This design comes from an exercise in tuning for small area, a short achievable clock period and few clock cycles per item on the open sky130 flow, not from production work.
Where RTL was checked, it was by simulation tests only, not by an equivalence proof against the original.
Power is estimated from default activity; no workload was simulated.

Setup of old:
==> module huffman, before the edit <==
module huffman(clk, reset, gray_valid, gray_data, CNT_valid, CNT1, CNT2, CNT3, CNT4, CNT5, CNT6,
    code_valid, HC1, HC2, HC3, HC4, HC5, HC6, M1, M2, M3, M4, M5, M6 );
input clk;
input reset;
input gray_valid;
input [7:0] gray_data;
output CNT_valid;
output [7:0] CNT1, CNT2, CNT3, CNT4, CNT5, CNT6;
output code_valid;
output [7:0] HC1, HC2, HC3, HC4, HC5, HC6;
output [7:0] M1, M2, M3, M4, M5, M6;
	reg [6:0] w [0:5];    
	reg [2:0] ptr [0:5];  
	reg [3:0] hc [0:5];
	reg [3:0] mk [0:5];   
	reg started;          
	reg act;              
	reg ph;               
	reg [4:1] fm;         
	assign CNT1 = {1'b0, w[5]};
	assign CNT2 = {1'b0, w[0]};
	assign CNT3 = {1'b0, w[1]};
	assign CNT4 = {1'b0, w[2]};
	assign CNT5 = {1'b0, w[3]};
	assign CNT6 = {1'b0, w[4]};
	assign HC1 = {3'b0, ptr[0][1], hc[0]};
	assign HC2 = {3'b0, ptr[1][1], hc[1]};
	assign HC3 = {3'b0, ptr[2][1], hc[2]};
	assign HC4 = {3'b0, ptr[3][1], hc[3]};
	assign HC5 = {3'b0, ptr[4][1], hc[4]};
	assign HC6 = {3'b0, ptr[5][1], hc[5]};
	assign M1 = {3'b0, ptr[0][0], mk[0][3:1], 1'b1};
	assign M2 = {3'b0, ptr[1][0], mk[1][3:1], 1'b1};
	assign M3 = {3'b0, ptr[2][0], mk[2][3:1], 1'b1};
	assign M4 = {3'b0, ptr[3][0], mk[3][3:1], 1'b1};
	assign M5 = {3'b0, ptr[4][0], mk[4][3:1], 1'b1};
	assign M6 = {3'b0, ptr[5][0], mk[5][3:1], 1'b1};
	wire detect = started && !gray_valid;
	assign CNT_valid = act && fm[4];
	assign code_valid = !act && !fm[1];
	wire sum = act && ph;
	wire ins = act && !ph;
	wire last = sum && w[2][6] && w[2][5] && w[2][4];
	function lt;
		input [6:0] a, b;
		integer n;
		begin
			lt = 1'b0;
			for (n = 0; n < 7; n = n + 1) lt = (!a[n] && b[n]) || (!(a[n] && !b[n]) && lt);
		end
	endfunction
	wire [6:0] N = w[0];
	reg [6:0] Nc;
	wire [5:1] l;
	genvar k;
	generate for (k = 1; k < 6; k = k + 1) begin : cmp
		assign l[k] = lt(w[k], Nc);
	end endgenerate
	wire [6:0] c = {1'b0, l[5], l[4:1] | fm, 1'b1};
	wire [6:1] mv = {sum, {5{act}} & (c[5:1] | {5{ph}})};
	wire [2:0] q = {c[4], c[2] & !c[4], (c[1] & !c[2]) | (c[3] & !c[4]) | c[5]};
	wire [6:0] ap = w[0] ^ w[1], ag = w[0] & w[1];
	wire [6:0] cy;
	assign cy[0] = 1'b0;
	assign cy[1] = ag[0];
	assign cy[2] = ag[1] | (ap[1] & ag[0]);
	wire g32 = ag[3] | (ap[3] & ag[2]), p32 = ap[3] & ap[2];
	wire g54 = ag[5] | (ap[5] & ag[4]), p54 = ap[5] & ap[4];
	assign cy[3] = ag[2] | (ap[2] & cy[2]);
	assign cy[4] = g32 | (p32 & cy[2]);
	assign cy[5] = ag[4] | (ap[4] & cy[4]);
	assign cy[6] = g54 | (p54 & cy[4]);
	wire [6:0] ws = ap ^ cy;
	always @(posedge clk or posedge reset) begin
		if (reset) begin
			started <= 0;
			act <= 0;
			ph <= 0;
			fm <= 4'b1111;
		end else begin
			started <= gray_valid || (started && !detect);
			act <= detect || (act && !last);
			ph <= ins && !fm[1];
			if (ins) fm <= {1'b0, fm[4:2]};
		end
	end
	wire [2:0] g = gray_data[2:0];
	wire [5:0] en = {gray_valid && g == 3'd6, gray_valid && g == 3'd5, gray_valid && g == 3'd4,
	                 gray_valid && g == 3'd3, gray_valid && g == 3'd2, gray_valid && g == 3'd1};
	wire [2:0] slot [0:5];
	assign slot[0] = 3'd5; assign slot[1] = 3'd0; assign slot[2] = 3'd1;
	assign slot[3] = 3'd2; assign slot[4] = 3'd3; assign slot[5] = 3'd4;
	genvar j;
	generate for (j = 0; j < 6; j = j + 1) begin : ent
		localparam integer s = (j == 5) ? 0 : j + 1;
		wire [6:0] up = (j < 5) ? w[j + 1] : 7'h7f;
		wire [6:0] ones;    
		assign ones[0] = 1'b1;
		genvar n;
		for (n = 1; n < 7; n = n + 1) begin : pre
			assign ones[n] = &w[j][n - 1:0];
		end
		wire [6:0] inc = w[j] ^ (ones & {7{en[s]}});
		wire tu = (j == 0) ? ins && c[1] : mv[j + 1];
		wire tn = (j == 0) ? act && !tu : mv[j] && !mv[j + 1];
		wire [6:0] nv = (j == 0) ? (sum ? ws : N) : N;
		wire [6:0] d = ({7{tu}} & up) | ({7{tn}} & nv) | ({7{!tu && !tn}} & inc);
		always @(posedge clk or posedge reset) begin
			if (reset) w[j] <= 0;
			else w[j] <= d;
		end
		if (j == 0) begin : copy
			always @(posedge clk) Nc <= d;
		end
	end endgenerate
	reg [2:0] qr;
	always @(posedge clk or posedge reset) begin
		if (reset) qr <= 0;
		else qr <= (sum && !last) ? 3'd7 : ins ? q : 3'd0;
	end
	genvar i;
	generate for (i = 0; i < 6; i = i + 1) begin : sym
		wire [2:0] p = ptr[i];
		wire [2:0] pm1 = {p[2] & (p[1] | p[0]), p[1] ^ !p[0], !p[0]};  
		wire z = p == 3'd0;
		wire [2:0] pe = z ? ((qr == 3'd7) ? 3'd0 : qr) : ((p <= qr) ? pm1 : p);
		wire a = sum && pe[2:1] == 2'd0;
		wire a0 = sum && pe == 3'd0;
		always @(posedge clk or posedge reset) begin
			if (reset) begin
				ptr[i] <= slot[i];
				hc[i] <= 0;
				mk[i] <= 0;
			end else begin
				ptr[i] <= last ? {1'b0, mk[i][3] && a0, mk[i][3]} : pe;
				mk[i] <= mk[i] | ({4{a}} & {mk[i][2:0], 1'b1});
				hc[i] <= hc[i] | ({4{a0}} & {mk[i][2:0], 1'b1} & ~mk[i]);
			end
		end
	end endgenerate
endmodule
Settings: LEC_CHECK=0, CAP_MARGIN=20, CORE_MARGIN=2, CORE_UTILIZATION=40, SETUP_SLACK_MARGIN=2.6, SLEW_MARGIN=20; clock period 5.0 ns.
standard.sh (not shown) runs the stock make flow with config.mk's settings and CLKGATE_MAP_FILE= SYNTH_SCRIPT=/design/flow/synth_recipe.tcl, a recipe that flattens the netlist after the stock synthesis.
==> flow/flow/run.sh <==
#!/bin/bash
# The standard layout, with plain buffers on the ports instead of the
# resizer's default pick (a slow delay cell), a clock tree without the
# dummy balancing loads, and synthesis's single tie cells kept.
set -euo pipefail
export BUFFER_PORTS_ARGS="-buffer_cell sky130_fd_sc_hd__buf_1"
export CTS_ARGS="-sink_clustering_enable -repair_clock_nets -dont_use_dummy_load -buf_list {sky130_fd_sc_hd__clkbuf_4 sky130_fd_sc_hd__clkbuf_8}"
export SKIP_REPAIR_TIE_FANOUT=1
bash standard.sh > standard.log 2>&1
Here is what was changed in the inputs of new compared with old.
-- flow/design.v --
<<< old, line 47
		begin
			lt = 1'b0;
			for (n = 0; n < 7; n = n + 1) lt = (!a[n] && b[n]) || (!(a[n] && !b[n]) && lt);
		end
	endfunction
>>> new, line 47
		begin
			lt = 1'b0;
			for (n = 0; n < 7; n = n + 1) lt = (a[n] == b[n]) ? lt : b[n];
		end
	endfunction
Notes after the runs:
new did not stop at any stage, and its layout met the timing, DRC and antenna checks. The standard cells in new occupy more silicon area than those in old do. new against old; first-pass GRT wire length is down by a few percent. Of the two values seen for commonest non-fill, non-tap cell in the layout, buf_1 was produced by new and dfrtp_1 by old. Routed length per placed instance of old is on par with new. Against old, new reports a area added between synthesis and finish that is higher. Sequential cell count: new vs old identical. new against old: total chip power went up by 74 µW; final non-filler cell total went down by 2.9%; clock network area share was more or less identical. Count of plain and timing-repair buffers in the layout (lower): new. Setup slack in new is larger than in old.
Testbench counts of new, summed over its fixed seeds: cycles 11,136, items 96.
No functional check of the RTL was part of old.

port drivers added, routing unchanged:
In the flow no input, the clock included, has a driving cell. The finished layouts below were timed again as built, in two steps. Step 1 sets driving cells, clkbuf_16 on the clock port and buf_2 on the other inputs (assumed; they add their load-dependent delay and slew). Step 2 moves the port delays by t, midway between the first and last clock arrival at a register: inputs arrive t later, outputs are due t later. That takes back most of the time a late clock gives input paths. Three values: ideal ports, drivers, drivers and shift; two values: the first two.
run | t, ns | setup WS [ns] | latest minus earliest clock arrival (ns)
old | 0.468 | 2.668 / 2.631 / 2.309 | 0.036 / 0.036
new | 0.475 | 2.693 / 2.653 / 2.297 | 0.023 / 0.023
After both steps every run listed still meets setup and hold. For new, which loses most, drivers alone change the setup slack by -0.040 ns; drivers and shift together by -0.396 ns.
